This is an optimization exercise on Yosys and OpenROAD, whose aim is small area, not a production implementation.

Setup of v6:
==> flow/design.v (excerpt) <==
module sqrt
#(
    parameter integer D_W = 32
)
(
    input  wire                clk,
    input  wire                rst,
    input  wire                enable,
    input  wire                in_valid,
    input  wire [D_W-1:0]      qin,
    output wire                out_valid,
    output wire [(D_W>>1)-1:0] qout
);
clock: 5.0 ns
lec_check: 0
cap_margin: 20
core_margin: 2
core_utilization: 40
slew_margin: 20
run.sh (not shown) runs the stock make flow with config.mk's settings and CLKGATE_MAP_FILE= SYNTH_SCRIPT=/design/flow/synth_recipe.tcl, a recipe that flattens the netlist after the stock synthesis.
v6 ran in full, but the layout does not pass; the checks complain about negative setup slack.
Modified inputs, v7 compared to v6
diff --git a/flow/design.v b/flow/design.v
--- a/flow/design.v
+++ b/flow/design.v
@@ -9,18 +9,18 @@
     input  wire                enable,
     input  wire                in_valid,
     input  wire [D_W-1:0]      qin,
     output wire                out_valid,
     output wire [(D_W>>1)-1:0] qout
 );
-reg [4:0] v;
-always @(posedge clk) begin
-    if (rst) v <= 5'd0;
-    else if (enable) v <= {v[3:0], in_valid};
-end
-assign out_valid = v[4];
+reg [5:0] v;
+always @(posedge clk) begin
+    if (rst) v <= 6'd0;
+    else if (enable) v <= {v[4:0], in_valid};
+end
+assign out_valid = v[5];
 wire [1:0] rp0 = qin[31:30];
 wire [1:0] m0 = 2'b01;
 wire [2:0] t0;
 assign t0 = {1'b0, rp0} - {1'b0, m0};
 wire ge0 = ~t0[2];
 wire [1:0] d0 = t0[1:0];
@@ -200,15 +200,25 @@
 assign t14 = {1'b0, rp14} - {1'b0, m14};
 wire ge14 = ~t14[17];
 wire [16:0] d14 = t14[16:0];
 wire [15:0] rn14 = ge14 ? d14[15:0] : rp14[15:0];
 wire [14:0] qn14 = {q_s4, ge14};
 wire [1:0] xn14 = x_s4[1:0];
-wire [17:0] rp15 = {rn14, xn14[1:0]};
-wire [17:0] m15 = {1'd0, qn14, 2'b01};
+reg [14:0] q_s5;
+reg [15:0] r_s5;
+reg [1:0] x_s5;
+always @(posedge clk) begin
+    if (enable) begin
+        q_s5 <= qn14;
+        r_s5 <= rn14;
+        x_s5 <= xn14;
+    end
+end
+wire [17:0] rp15 = {r_s5, x_s5[1:0]};
+wire [17:0] m15 = {1'd0, q_s5, 2'b01};
 wire [18:0] t15;
 assign t15 = {1'b0, rp15} - {1'b0, m15};
 wire ge15 = ~t15[18];
 wire [17:0] d15 = t15[17:0];
-wire [15:0] qn15 = {qn14, ge15};
+wire [15:0] qn15 = {q_s5, ge15};
 assign qout = qn15;
 endmodule
--- outcome ---
Completing all stages was not enough for v7: its layout failed the final checks because of negative setup slack. v7 against v6: upper clock frequency limit went down; flip-flop and latch count went up; count of buffering cells on the critical path with inverters included went down; aggregate routed wire length went up. Cmp v7 and v6 / share of the final layout cell area in multi-input gates / higher: v6. When v7 is set beside v6, its sequential share of layout area turns out to be 3.6 points larger. Compared with v6, v7 shows a share of final layout cell area taken by clock buffers and inverters that is 1.3 points higher. Diff v6 -> v7: relative area change from synthesis to final layout held steady; complex-gate fraction of the synthesized area shrank by 1.5 points; wire length of the first global-routing pass grew by 1100 um; number of hold buffers added after CTS held steady. v7 vs v6, end of the critical path: r_s2[4] vs qout[0]. v7 vs v6 — cell count climbed by a little under 10%. Comparing number of nets in the finished design for v7 and v6, the smaller number came from v6.
No run of this note included a check of the RTL's function; only the layout flow was run.

* * *

Setup of run 1:
Another version of the RTL of sqrt (not shown whole).
Size in the first run: ~53 I/O pins, ~11000 um^2 of cells after synthesis.
==> module sqrt, before the edit <==
module sqrt
#(
    parameter integer D_W = 32
)
(
    input  wire                clk,
    input  wire                rst,
    input  wire                enable,
    input  wire                in_valid,
    input  wire [D_W-1:0]      qin,
    output wire                out_valid,
    output wire [(D_W>>1)-1:0] qout
);
reg [3:0] v;
always @(posedge clk) begin
    if (rst) v <= 4'd0;
    else if (enable) v <= {v[2:0], in_valid};
end
assign out_valid = v[3];
wire [1:0] a0 = qin[31:30];
wire [1:0] t0 = a0 - 2'd1;
wire ge0 = a0 != 2'd0;
wire [0:0] q1 = ge0;
wire [1:0] r1 = ge0 ? t0[1:0] : a0[1:0];
wire [3:0] a1 = {r1, qin[29:28]};
wire [4:0] t1 = {1'b0, a1} - {2'b00, q1, 2'b01};
wire ge1 = ~t1[4];
wire [1:0] q2 = {q1, ge1};
wire [2:0] r2 = ge1 ? t1[2:0] : a1[2:0];
wire [4:0] a2 = {r2, qin[27:26]};
wire [5:0] t2 = {1'b0, a2} - {2'b00, q2, 2'b01};
wire ge2 = ~t2[5];
wire [2:0] q3 = {q2, ge2};
wire [3:0] r3 = ge2 ? t2[3:0] : a2[3:0];
wire [5:0] a3 = {r3, qin[25:24]};
wire [6:0] t3 = {1'b0, a3} - {2'b00, q3, 2'b01};
wire ge3 = ~t3[6];
wire [3:0] q4 = {q3, ge3};
wire [4:0] r4 = ge3 ? t3[4:0] : a3[4:0];
wire [6:0] a4 = {r4, qin[23:22]};
wire [7:0] t4 = {1'b0, a4} - {2'b00, q4, 2'b01};
wire ge4 = ~t4[7];
wire [4:0] q5 = {q4, ge4};
wire [5:0] r5 = ge4 ? t4[5:0] : a4[5:0];
reg [4:0] q_s0;
reg [5:0] r_s0;
reg [21:0] x_s0;
always @(posedge clk) begin
    if (enable) begin
        q_s0 <= q5;
        r_s0 <= r5;
        x_s0 <= qin[21:0];
    end
end
wire [7:0] a5 = {r_s0, x_s0[21:20]};
wire [8:0] t5 = {1'b0, a5} - {2'b00, q_s0, 2'b01};
wire ge5 = ~t5[8];
wire [5:0] q6 = {q_s0, ge5};
wire [6:0] r6 = ge5 ? t5[6:0] : a5[6:0];
wire [8:0] a6 = {r6, x_s0[19:18]};
wire [9:0] t6 = {1'b0, a6} - {2'b00, q6, 2'b01};
wire ge6 = ~t6[9];
wire [6:0] q7 = {q6, ge6};
wire [7:0] r7 = ge6 ? t6[7:0] : a6[7:0];
wire [9:0] a7 = {r7, x_s0[17:16]};
wire [10:0] t7 = {1'b0, a7} - {2'b00, q7, 2'b01};
wire ge7 = ~t7[10];
wire [7:0] q8 = {q7, ge7};
wire [8:0] r8 = ge7 ? t7[8:0] : a7[8:0];
reg [7:0] q_s1;
reg [8:0] r_s1;
reg [15:0] x_s1;
always @(posedge clk) begin
    if (enable) begin
        q_s1 <= q8;
        r_s1 <= r8;
        x_s1 <= x_s0[15:0];
    end
end
wire [10:0] a8 = {r_s1, x_s1[15:14]};
wire [11:0] t8 = {1'b0, a8} - {2'b00, q_s1, 2'b01};
wire ge8 = ~t8[11];
wire [8:0] q9 = {q_s1, ge8};
wire [9:0] r9 = ge8 ? t8[9:0] : a8[9:0];
wire [11:0] a9 = {r9, x_s1[13:12]};
wire [12:0] t9 = {1'b0, a9} - {2'b00, q9, 2'b01};
wire ge9 = ~t9[12];
wire [9:0] q10 = {q9, ge9};
wire [10:0] r10 = ge9 ? t9[10:0] : a9[10:0];
wire [12:0] a10 = {r10, x_s1[11:10]};
wire [13:0] t10 = {1'b0, a10} - {2'b00, q10, 2'b01};
wire ge10 = ~t10[13];
wire [10:0] q11 = {q10, ge10};
wire [11:0] r11 = ge10 ? t10[11:0] : a10[11:0];
reg [10:0] q_s2;
reg [11:0] r_s2;
reg [9:0] x_s2;
always @(posedge clk) begin
    if (enable) begin
        q_s2 <= q11;
        r_s2 <= r11;
        x_s2 <= x_s1[9:0];
    end
end
wire [13:0] a11 = {r_s2, x_s2[9:8]};
wire [14:0] t11 = {1'b0, a11} - {2'b00, q_s2, 2'b01};
wire ge11 = ~t11[14];
wire [11:0] q12 = {q_s2, ge11};
wire [12:0] r12 = ge11 ? t11[12:0] : a11[12:0];
wire [14:0] a12 = {r12, x_s2[7:6]};
wire [15:0] t12 = {1'b0, a12} - {2'b00, q12, 2'b01};
wire ge12 = ~t12[15];
wire [12:0] q13 = {q12, ge12};
wire [13:0] r13 = ge12 ? t12[13:0] : a12[13:0];
wire [15:0] a13 = {r13, x_s2[5:4]};
wire [16:0] t13 = {1'b0, a13} - {2'b00, q13, 2'b01};
wire ge13 = ~t13[16];
wire [13:0] q14 = {q13, ge13};
wire [14:0] r14 = ge13 ? t13[14:0] : a13[14:0];
reg [13:0] q_s3;
reg [14:0] r_s3;
reg [3:0] x_s3;
always @(posedge clk) begin
    if (enable) begin
        q_s3 <= q14;
        r_s3 <= r14;
        x_s3 <= x_s2[3:0];
    end
end
wire [18:0] a14 = {r_s3, x_s3[3:0]};
wire [19:0] u14_1 = {1'b0, a14} - {2'b00, q_s3, 3'b001};
wire [19:0] u14_2 = {1'b0, a14} - {1'b0, q_s3, 4'b0100};
wire [19:0] u14_3 = {1'b0, a14} - {1'b0, q_s3, 4'b1001} - {2'b00, q_s3, 3'b000};
wire c14_1 = ~u14_1[19];
wire c14_2 = ~u14_2[19];
wire c14_3 = ~u14_3[19];
wire [1:0] d14 = {c14_2, c14_3 | (c14_1 & ~c14_2)};
wire [15:0] q16 = {q_s3, d14};
assign qout = q16;
endmodule
export LEC_CHECK = 0
export CAP_MARGIN = 20
export CORE_MARGIN = 2
export CORE_UTILIZATION = 40
export CTS_BUF_LIST = sky130_fd_sc_hd__clkbuf_8
export SLEW_MARGIN = 20
create_clock -name core_clock -period 5.0 [get_ports {clk}]
standard.sh (not shown) runs the stock make flow with config.mk's settings and CLKGATE_MAP_FILE= SYNTH_SCRIPT=/design/flow/synth_recipe.tcl, a recipe that flattens the netlist after the stock synthesis.
==> flow/flow/run.sh <==
#!/bin/bash
# Own layout flow: the standard ORFS flow with two changes.
#  1. Synthesis is synth_recipe.tcl (the standard synthesis) except that its
#     ABC pass uses flow/area.abc, an area-oriented mapping script (dch +
#     map -a, then ABC's usual timing-driven buffering and sizing), instead of
#     ORFS's abc_speed.script.  Registers are not touched by ABC.
#  2. The port buffers are the smallest buffer cell (buf_1).
# Every tool's output goes to run.log here; ORFS's per-step logs stay under
# orfs/logs/.
set -euo pipefail
cd "$(dirname "$0")/.."
work=$(pwd)
cat > my_synth.tcl <<EOT
proc abc {args} {
  set i [lsearch -exact \$args -script]
  if {\$i >= 0} { lset args [expr {\$i + 1}] $work/flow/area.abc }
  yosys abc {*}\$args
}
source $work/synth_recipe.tcl
EOT
bash standard.sh SYNTH_SCRIPT=$work/my_synth.tcl \
  BUFFER_PORTS_ARGS="-buffer_cell sky130_fd_sc_hd__buf_1" finish > run.log 2>&1
==> flow/flow/area.abc <==
strash
dch
map -a
topo
stime -c
buffer -c
upsize -c
dnsize -c
From the logs: run 1 reached the end of the flow and failed the layout checks with setup timing.
> inputs changed (run 1 -> run 2)
-- flow/design.v --
<<< run 1, line 114
wire [12:0] q13 = {q12, ge12};
wire [13:0] r13 = ge12 ? t12[13:0] : a12[13:0];
wire [15:0] a13 = {r13, x_s2[5:4]};
wire [16:0] t13 = {1'b0, a13} - {2'b00, q13, 2'b01};
wire ge13 = ~t13[16];
wire [13:0] q14 = {q13, ge13};
wire [14:0] r14 = ge13 ? t13[14:0] : a13[14:0];
reg [13:0] q_s3;
reg [14:0] r_s3;
reg [3:0] x_s3;
always @(posedge clk) begin
    if (enable) begin
        q_s3 <= q14;
        r_s3 <= r14;
        x_s3 <= x_s2[3:0];
    end
end
wire [18:0] a14 = {r_s3, x_s3[3:0]};
wire [19:0] u14_1 = {1'b0, a14} - {2'b00, q_s3, 3'b001};
wire [19:0] u14_2 = {1'b0, a14} - {1'b0, q_s3, 4'b0100};
wire [19:0] u14_3 = {1'b0, a14} - {1'b0, q_s3, 4'b1001} - {2'b00, q_s3, 3'b000};
wire c14_1 = ~u14_1[19];
wire c14_2 = ~u14_2[19];
wire c14_3 = ~u14_3[19];
wire [1:0] d14 = {c14_2, c14_3 | (c14_1 & ~c14_2)};
wire [15:0] q16 = {q_s3, d14};
assign qout = q16;
endmodule
>>> run 2, line 114
wire [12:0] q13 = {q12, ge12};
wire [13:0] r13 = ge12 ? t12[13:0] : a12[13:0];
reg [12:0] q_s3;
reg [13:0] r_s3;
reg [5:0] x_s3;
always @(posedge clk) begin
    if (enable) begin
        q_s3 <= q13;
        r_s3 <= r13;
        x_s3 <= x_s2[5:0];
    end
end
wire [17:0] a13 = {r_s3, x_s3[5:2]};
wire [18:0] u13_1 = {1'b0, a13} - {2'b00, q_s3, 3'b001};
wire [18:0] u13_2 = {1'b0, a13} - {1'b0, q_s3, 4'b0100};
wire [18:0] u13_3 = {1'b0, a13} - {1'b0, q_s3, 4'b1001} - {2'b00, q_s3, 3'b000};
wire c13_1 = ~u13_1[18];
wire c13_2 = ~u13_2[18];
wire c13_3 = ~u13_3[18];
wire [1:0] d13 = {c13_2, c13_3 | (c13_1 & ~c13_2)};
wire [14:0] q15 = {q_s3, d13};
wire [15:0] r15 = c13_3 ? u13_3[15:0] : c13_2 ? u13_2[15:0] : c13_1 ? u13_1[15:0] : a13[15:0];
wire [17:0] a15 = {r15, x_s3[1:0]};
wire [18:0] t15 = {1'b0, a15} - {2'b00, q15, 2'b01};
wire ge15 = ~t15[18];
wire [15:0] q16 = {q15, ge15};
assign qout = q16;
endmodule
[summary]
Run 2: flow complete, layout not clean; failing: setup timing. Per the comparison of run 2 with run 1, logic depth of the worst path, buffers included lower; total CTS buffers held; initial antenna violation count essentially unchanged. Max final cell count across run 2 and run 1: run 2. Compared with run 1, in run 2 starting utilization of the core area moved down; non-clock buffer count moved down. On run 2: layout clock buffer count is 1 higher than what run 1 gave. Min total negative setup slack across run 2 and run 1: run 1. In the flow results for run 2 and run 1, the placer's final routability congestion estimate is smaller on run 2. Cell with the largest stage delay on the worst path = sky130_fd_sc_hd__or4_4: run 1; cell with the largest stage delay on the worst path = sky130_fd_sc_hd__edfxtp_1: run 2. Number of gates resized after cts down 45 in run 2 wrt run 1.
No functional check of the RTL was part of any run of this note.

* * *

RTL: one of the versions met above, not the one the previous note started from.
Size: roughly 170 flip-flops.
Settings: LEC_CHECK=0, ABC_CLOCK_PERIOD_IN_PS=4000, CAP_MARGIN=20, CORE_MARGIN=2, CORE_UTILIZATION=40, SLEW_MARGIN=20; clock period 5.0 ns.
run.sh (not shown) runs the stock make flow with config.mk's settings and CLKGATE_MAP_FILE= SYNTH_SCRIPT=/design/flow/synth_recipe.tcl, a recipe that flattens the netlist after the stock synthesis.
Stock flow here: none of the scripts above is used.
The starting point ran to the end with violations: negative setup slack.
==> next run, changes <==
--- a/flow/design.v
+++ b/flow/design.v
@@ -4,28 +4,28 @@
     parameter integer D_W = 32
 )
 (
     input  wire                clk,
     input  wire                rst,
     input  wire                enable,
     input  wire                in_valid,
     input  wire [D_W-1:0]      qin,
     output wire                out_valid,
     output wire [(D_W>>1)-1:0] qout
 );
-reg [4:0] v;
-always @(posedge clk) begin
-    if (rst) v <= 5'd0;
-    else if (enable) v <= {v[3:0], in_valid};
-end
-assign out_valid = v[4];
+reg [5:0] v;
+always @(posedge clk) begin
+    if (rst) v <= 6'd0;
+    else if (enable) v <= {v[4:0], in_valid};
+end
+assign out_valid = v[5];
 wire [1:0] rp0 = qin[31:30];
 wire [1:0] m0 = 2'b01;
 wire [2:0] t0;
 assign t0 = {1'b0, rp0} - {1'b0, m0};
 wire ge0 = ~t0[2];
 wire [1:0] d0 = t0[1:0];
 wire [1:0] rn0 = ge0 ? d0[1:0] : rp0[1:0];
 wire [0:0] qn0 = ge0;
 wire [29:0] xn0 = qin[29:0];
 wire [3:0] rp1 = {rn0, xn0[29:28]};
 wire [3:0] m1 = {1'd0, qn0, 2'b01};
@@ -195,20 +195,30 @@
     end
 end
 wire [16:0] rp14 = {r_s4, x_s4[3:2]};
 wire [16:0] m14 = {1'd0, q_s4, 2'b01};
 wire [17:0] t14;
 assign t14 = {1'b0, rp14} - {1'b0, m14};
 wire ge14 = ~t14[17];
 wire [16:0] d14 = t14[16:0];
 wire [15:0] rn14 = ge14 ? d14[15:0] : rp14[15:0];
 wire [14:0] qn14 = {q_s4, ge14};
 wire [1:0] xn14 = x_s4[1:0];
-wire [17:0] rp15 = {rn14, xn14[1:0]};
-wire [17:0] m15 = {1'd0, qn14, 2'b01};
+reg [14:0] q_s5;
+reg [15:0] r_s5;
+reg [1:0] x_s5;
+always @(posedge clk) begin
+    if (enable) begin
+        q_s5 <= qn14;
+        r_s5 <= rn14;
+        x_s5 <= xn14;
+    end
+end
+wire [17:0] rp15 = {r_s5, x_s5[1:0]};
+wire [17:0] m15 = {1'd0, q_s5, 2'b01};
 wire [18:0] t15;
 assign t15 = {1'b0, rp15} - {1'b0, m15};
 wire ge15 = ~t15[18];
 wire [17:0] d15 = t15[17:0];
-wire [15:0] qn15 = {qn14, ge15};
+wire [15:0] qn15 = {q_s5, ge15};
 assign qout = qn15;
 endmodule
Outcome: The changed run reached the layout checks and failed them: negative setup slack. Routed wire length grows by about 2%. Non-clock buffer count grows by 10. Die area grows by about 8%. Area after synthesis grows by about 8%. Global-route usage shrinks by 1.4 points. Cell area grows by 8.0%. Setup slack is worse by 0.48 ns.
No functional check of the RTL was part of any run of this note.

==> afterwards: timing with drivers on the ports <==
The flow's constraints put no driver on any port. The routed layouts listed below were extracted and timed again, unchanged, in two steps. Step 1 sets driving cells, clkbuf_16 on the clock port and buf_2 on the other inputs (assumed; they add their load-dependent delay and slew). Step 2 also shifts input and output timing later by t, the mid clock arrival at the registers, as if the neighbouring blocks saw the same clock. Slacks: ideal / step 1 / step 2; pairs: ideal / step 1.
run | t, ns | setup slack, ns | worst setup path after step 2 | worst register clock-pin slew, ns
v6 | 0.487 | -0.285 / -0.336 / 0.151 | register to output | 0.07 / 0.07
v7 | 0.565 | -0.760 / -0.760 / -0.760 | register to register | 0.07 / 0.07
run 1 | 0.492 | -0.149 / -0.149 / -0.149 | register to register | 0.10 / 0.10
run 2 | 0.497 | -0.561 / -0.605 / -0.108 | register to output | 0.09 / 0.09
the first run of note 3 | 0.487 | -0.285 / -0.336 / 0.151 | register to output | 0.07 / 0.07
the second run of note 3 | 0.565 | -0.760 / -0.760 / -0.760 | register to register | 0.07 / 0.07
